Source: an optimization exercise on an open RTL-to-GDS flow (aim: small area). Production flows keep margins and buffers that such runs may drop. The RTL was checked by simulation tests, not by an equivalence proof against the original design. No driver is modelled on the clock port, so clocking that relies on it looks cheaper here than on a real chip. Power is estimated from default activity; no workload was simulated.

==> inputs of exp/delta <==
## router13
module router13(input clk,resetn,read_enb_0,read_enb_1,read_enb_2,pkt_valid,
              input [7:0]data_in,
              output [7:0]data_out_0,data_out_1,data_out_2,
              output vld_out_0,vld_out_1,vld_out_2,error,busy);
==> module router13, before the edit <==
module router13(input clk,resetn,read_enb_0,read_enb_1,read_enb_2,pkt_valid,
              input [7:0]data_in,
              output [7:0]data_out_0,data_out_1,data_out_2,
              output vld_out_0,vld_out_1,vld_out_2,error,busy);
localparam DA=3'b000, LFD=3'b001, WTE=3'b010, LD=3'b011,
           LP=3'b100, CP=3'b101, FFS=3'b110, LAF=3'b111;
reg [2:0]state,nextstate;
reg [1:0]addr;
reg [7:0]dout,temp2,par;
reg lpv,lfd_s,error_r;
wire [2:0]empty,full;
wire st_da=(state==DA), st_ld=(state==LD), st_lp=(state==LP), st_laf=(state==LAF);
wire wr_st=st_ld|st_lp|st_laf;
wire [1:0]din_a=data_in[1:0];
wire data_empty=(din_a==2'd0)?empty[0]:(din_a==2'd1)?empty[1]:(din_a==2'd2)?empty[2]:1'b0;
wire addr_empty=(addr==2'd0)?empty[0]:(addr==2'd1)?empty[1]:(addr==2'd2)?empty[2]:1'b0;
wire fifo_full=(addr==2'd0)?full[0]:(addr==2'd1)?full[1]:(addr==2'd2)?full[2]:1'b0;
wire [2:0]we={wr_st&&addr==2'd2,wr_st&&addr==2'd1,wr_st&&addr==2'd0};
always@(posedge clk)
  if(!resetn) state<=DA; else state<=nextstate;
always@(*)
  case(state)
  DA: nextstate=(pkt_valid&&din_a!=2'b11)?(data_empty?LFD:WTE):DA;
  LFD: nextstate=LD;
  WTE: nextstate=addr_empty?LFD:WTE;
  LD: nextstate=fifo_full?FFS:(!pkt_valid?LP:LD);
  LP: nextstate=fifo_full?LP:CP;
  CP: nextstate=DA;
  FFS: nextstate=fifo_full?FFS:LAF;
  default: nextstate=lpv?LP:LD;
  endcase
assign busy=!(st_da|st_ld);
always@(posedge clk)
  if(!resetn) addr<=2'b00;
  else if(st_da&&pkt_valid) addr<=din_a;
always@(posedge clk)
  if(!resetn) lfd_s<=1'b0; else lfd_s<=(state==LFD);
always@(posedge clk)
begin
  if((st_da&&pkt_valid)||(st_ld&&!fifo_full)) dout<=data_in;
  else if(st_laf) dout<=temp2;
  if(st_ld&&fifo_full) temp2<=data_in;
  if(st_ld) lpv<=!pkt_valid;
end
always@(posedge clk)
  if(st_da) par<=data_in;
  else if(st_ld) par<=par^data_in;
always@(posedge clk)
  if(!resetn) error_r<=1'b0;
  else if(st_lp) error_r<=|par;
assign error=error_r;
wire [2:0]ren={read_enb_2,read_enb_1,read_enb_0};
wire [23:0]dq;
function [4:0]pos(input integer k);
  case(k)
    0: pos=5'd0;
    1: pos=5'd1;
    2: pos=5'd2;
    3: pos=5'd4;
    4: pos=5'd9;
    5: pos=5'd18;
    6: pos=5'd5;
    7: pos=5'd11;
    8: pos=5'd22;
    9: pos=5'd12;
    10: pos=5'd25;
    11: pos=5'd19;
    12: pos=5'd7;
    13: pos=5'd15;
    14: pos=5'd31;
    15: pos=5'd30;
    16: pos=5'd28;
    default: pos=5'd0;
  endcase
endfunction
genvar n;
generate for(n=0;n<3;n=n+1) begin:f
  reg [7:0]mem[0:15];
  reg [4:0]cnt;      
  reg [5:0]pc;       
  reg pnz;           
  reg hdr;           
  reg [7:0]q;
  reg [4:0]tmr;      
  wire sr=(tmr==5'b10000);
  wire e=(cnt==5'd0);
  wire fl=(cnt==5'd28);
  wire dw=we[n]&&!fl;
  wire dr=ren[n]&&!e;
  wire clr=!resetn||sr;
  reg [7:0]m;
  integer i;
  always@(*) begin
    m=8'd0;
    for(i=0;i<16;i=i+1) m=m|({8{cnt==pos(i+1)}}&mem[i]);
  end
  assign empty[n]=e;
  assign full[n]=fl;
  assign dq[8*n+:8]=q;
  always@(posedge clk)
    if(dw) begin
      mem[0]<=dout;
      for(i=1;i<16;i=i+1) mem[i]<=mem[i-1];
    end
  always@(posedge clk)
    if(clr) begin
      cnt<=5'd0; pnz<=1'b0; hdr<=1'b0; q<=8'd0;
    end else begin
      if(dw&&!dr) cnt<={cnt[3:0],cnt[4]^cnt[2]^(cnt[3:0]==4'd0)};
      else if(dr&&!dw) cnt<={cnt[0]^cnt[3]^(cnt[4:1]==4'd0),cnt[4:1]};
      if(dw&&lfd_s) hdr<=1'b1;
      else if(dr) hdr<=1'b0;
      if(dr) begin
        q<=m;
        if(hdr) begin pc<=m[7:2]; pnz<=1'b1; end
        else if(pnz) begin
          pc<=pc-1'b1;
          if(pc==6'd0) pnz<=1'b0;
        end
      end else if(!pnz) q<=8'd0;
    end
  always@(posedge clk)
    if(!resetn||e||ren[n]) tmr<=5'd0;
    else tmr<={tmr[3:0],tmr[4]^tmr[2]^(tmr[3:0]==4'd0)};
end endgenerate
assign data_out_0=dq[7:0];
assign data_out_1=dq[15:8];
assign data_out_2=dq[23:16];
assign vld_out_0=!empty[0];
assign vld_out_1=!empty[1];
assign vld_out_2=!empty[2];
endmodule
clock: 5.0 ns
lec_check: 0
cap_margin: 20
core_margin: 2
core_utilization: 75
place_density: 0.85
slew_margin: 20
standard.sh (not shown) runs the stock make flow with config.mk's settings and CLKGATE_MAP_FILE= SYNTH_SCRIPT=/design/flow/synth_recipe.tcl, a recipe that flattens the netlist after the stock synthesis.
==> flow/flow/run.sh <==
#!/bin/bash
# The standard layout (standard.sh) with these changes:
#  - synthesis maps logic with an area-oriented ABC script (flow/abc_area.script);
#    everything else in synthesis, registers included, is the standard synthesis
#  - port buffers use the smallest buffer
#  - the clock tree uses clkbuf_8 leaf clusters and no dummy loads
#  - after clock tree synthesis, cells with spare slack are downsized
set -e
here=$(pwd)
{
  echo 'proc abc {args} {'
  echo '  set i [lsearch -exact $args -script]'
  echo "  if {\$i >= 0} { set args [lreplace \$args [expr {\$i + 1}] [expr {\$i + 1}] $here/flow/abc_area.script] }"
  echo '  yosys abc {*}$args'
  echo '}'
  cat synth_recipe.tcl
} > area_synth.tcl
sed "s#SYNTH_SCRIPT=[^ ]*#SYNTH_SCRIPT=$here/area_synth.tcl#" standard.sh > area_standard.sh
export BUFFER_PORTS_ARGS="-buffer_cell sky130_fd_sc_hd__buf_1"
export CTS_ARGS="-sink_clustering_enable -repair_clock_nets -dont_use_dummy_load -buf_list sky130_fd_sc_hd__clkbuf_8 -sink_clustering_size 18 -sink_clustering_max_diameter 70"
export POST_CTS_TCL=$here/flow/post_cts.tcl
bash area_standard.sh > standard.log 2>&1
==> flow/flow/abc_area.script <==
strash
&get -n
&st
&dch
&nf -a
&st
&dch
&nf -a
&put
==> flow/flow/post_cts.tcl <==
# downsize cells that have slack to spare (area recovery)
repair_timing -recover_power 100
==> inputs of exp/zinc, as changes to exp/delta <==
--- a/flow/design.v
+++ b/flow/design.v
@@ -52,38 +52,17 @@
 wire [2:0]ren={read_enb_2,read_enb_1,read_enb_0};
 wire [23:0]dq;
-function [4:0]pos(input integer k);
-  case(k)
-    0: pos=5'd0;
-    1: pos=5'd1;
-    2: pos=5'd2;
-    3: pos=5'd4;
-    4: pos=5'd9;
-    5: pos=5'd18;
-    6: pos=5'd5;
-    7: pos=5'd11;
-    8: pos=5'd22;
-    9: pos=5'd12;
-    10: pos=5'd25;
-    11: pos=5'd19;
-    12: pos=5'd7;
-    13: pos=5'd15;
-    14: pos=5'd31;
-    15: pos=5'd30;
-    16: pos=5'd28;
-    default: pos=5'd0;
-  endcase
-endfunction
 genvar n;
 generate for(n=0;n<3;n=n+1) begin:f
   reg [7:0]mem[0:15];
-  reg [4:0]cnt;      
+  reg [3:0]rp,wp;    
+  reg rw,ww;         
   reg [5:0]pc;       
   reg pnz;           
   reg hdr;           
   reg [7:0]q;
-  reg [4:0]tmr;      
-  wire sr=(tmr==5'b10000);
-  wire e=(cnt==5'd0);
-  wire fl=(cnt==5'd28);
+  reg [4:0]cnt;      
+  wire sr=(cnt==5'b10000);
+  wire e=(rp==wp)&&(rw==ww);
+  wire fl=(rp==wp)&&(rw!=ww);
   wire dw=we[n]&&!fl;
   wire dr=ren[n]&&!e;
@@ -93,5 +72,5 @@
   always@(*) begin
     m=8'd0;
-    for(i=0;i<16;i=i+1) m=m|({8{cnt==pos(i+1)}}&mem[i]);
+    for(i=0;i<16;i=i+1) m=m|({8{rp==i}}&mem[i]);
   end
   assign empty[n]=e;
@@ -99,17 +78,18 @@
   assign dq[8*n+:8]=q;
   always@(posedge clk)
-    if(dw) begin
-      mem[0]<=dout;
-      for(i=1;i<16;i=i+1) mem[i]<=mem[i-1];
-    end
+    if(dw) mem[wp]<=dout;
   always@(posedge clk)
     if(clr) begin
-      cnt<=5'd0; pnz<=1'b0; hdr<=1'b0; q<=8'd0;
+      rp<=4'd0; wp<=4'd0; rw<=1'b0; ww<=1'b0; pnz<=1'b0; hdr<=1'b0; q<=8'd0;
     end else begin
-      if(dw&&!dr) cnt<={cnt[3:0],cnt[4]^cnt[2]^(cnt[3:0]==4'd0)};
-      else if(dr&&!dw) cnt<={cnt[0]^cnt[3]^(cnt[4:1]==4'd0),cnt[4:1]};
+      if(dw) begin
+        wp<={wp[2:0],wp[3]^wp[2]^(wp[2:0]==3'd0)};
+        if(wp==4'b1000) ww<=!ww;
+      end
       if(dw&&lfd_s) hdr<=1'b1;
       else if(dr) hdr<=1'b0;
       if(dr) begin
+        rp<={rp[2:0],rp[3]^rp[2]^(rp[2:0]==3'd0)};
+        if(rp==4'b1000) rw<=!rw;
         q<=m;
         if(hdr) begin pc<=m[7:2]; pnz<=1'b1; end
@@ -121,6 +101,6 @@
     end
   always@(posedge clk)
-    if(!resetn||e||ren[n]) tmr<=5'd0;
-    else tmr<={tmr[3:0],tmr[4]^tmr[2]^(tmr[3:0]==4'd0)};
+    if(!resetn||e||ren[n]) cnt<=5'd0;
+    else cnt<={cnt[3:0],cnt[4]^cnt[2]^(cnt[3:0]==4'd0)};
 end endgenerate
 assign data_out_0=dq[7:0];
--- a/flow/flow/run.sh
+++ b/flow/flow/run.sh
@@ -1,9 +1,8 @@
 #!/bin/bash
-# The standard layout (standard.sh) with these changes:
+# The standard layout (standard.sh) with three changes:
 #  - synthesis maps logic with an area-oriented ABC script (flow/abc_area.script);
 #    everything else in synthesis, registers included, is the standard synthesis
 #  - port buffers use the smallest buffer
 #  - the clock tree uses clkbuf_8 leaf clusters and no dummy loads
-#  - after clock tree synthesis, cells with spare slack are downsized
 set -e
 here=$(pwd)
@@ -19,4 +18,3 @@
 export BUFFER_PORTS_ARGS="-buffer_cell sky130_fd_sc_hd__buf_1"
 export CTS_ARGS="-sink_clustering_enable -repair_clock_nets -dont_use_dummy_load -buf_list sky130_fd_sc_hd__clkbuf_8 -sink_clustering_size 18 -sink_clustering_max_diameter 70"
-export POST_CTS_TCL=$here/flow/post_cts.tcl
 bash area_standard.sh > standard.log 2>&1
Settings changed: CORE_UTILIZATION 75 to 60, PLACE_DENSITY 0.85 to 0.7.
removed: flow/flow/post_cts.tcl
==> summary of the runs <==
- Against exp/zinc, the routed wire length of exp/delta is lower by about 11%.
- Between exp/delta and exp/zinc, the lower first-iteration DRC count is in exp/zinc (gap about 11%, measured against exp/zinc).
- Flip-flop and latch count: exp/delta is lower than exp/zinc (15).
- Of exp/delta and exp/zinc, exp/zinc has the higher cell area (gap about 6%, measured against exp/zinc).
- Against exp/delta, the combinational power of exp/zinc is larger by about 120%.
- Against exp/delta, the sequential share of layout area of exp/zinc is lower by 2.7 points.

==> what the ideal ports hide <==
In the flow no input, the clock included, has a driving cell. The finished layouts below were timed again as built, in two steps.
Step 1 assumes that a clkbuf_16 drives the clock port and a buf_2 every other input.
Step 2 times the ports against the registers' clock, not the clock port: input delays grow and output delays shrink by t, the midpoint of the rising clock arrivals with the driver on.
Slacks: ideal / step 1 / step 2; pairs: ideal / step 1.
| run | t, ns | setup WS [ns] | worst register clock-pin slew, ns | worst slew at a driven data input, ns | pins driven straight from the clock port |
|---|---|---|---|---|---|
| exp/delta | 0.666 | 1.481 / 1.435 / 1.573 | 0.11 / 0.11 | 0.05 | 1 |
| exp/zinc | 0.597 | 1.435 / 1.387 / 1.627 | 0.11 / 0.11 | 0.11 | 1 |
After both steps every run listed still meets setup and hold.
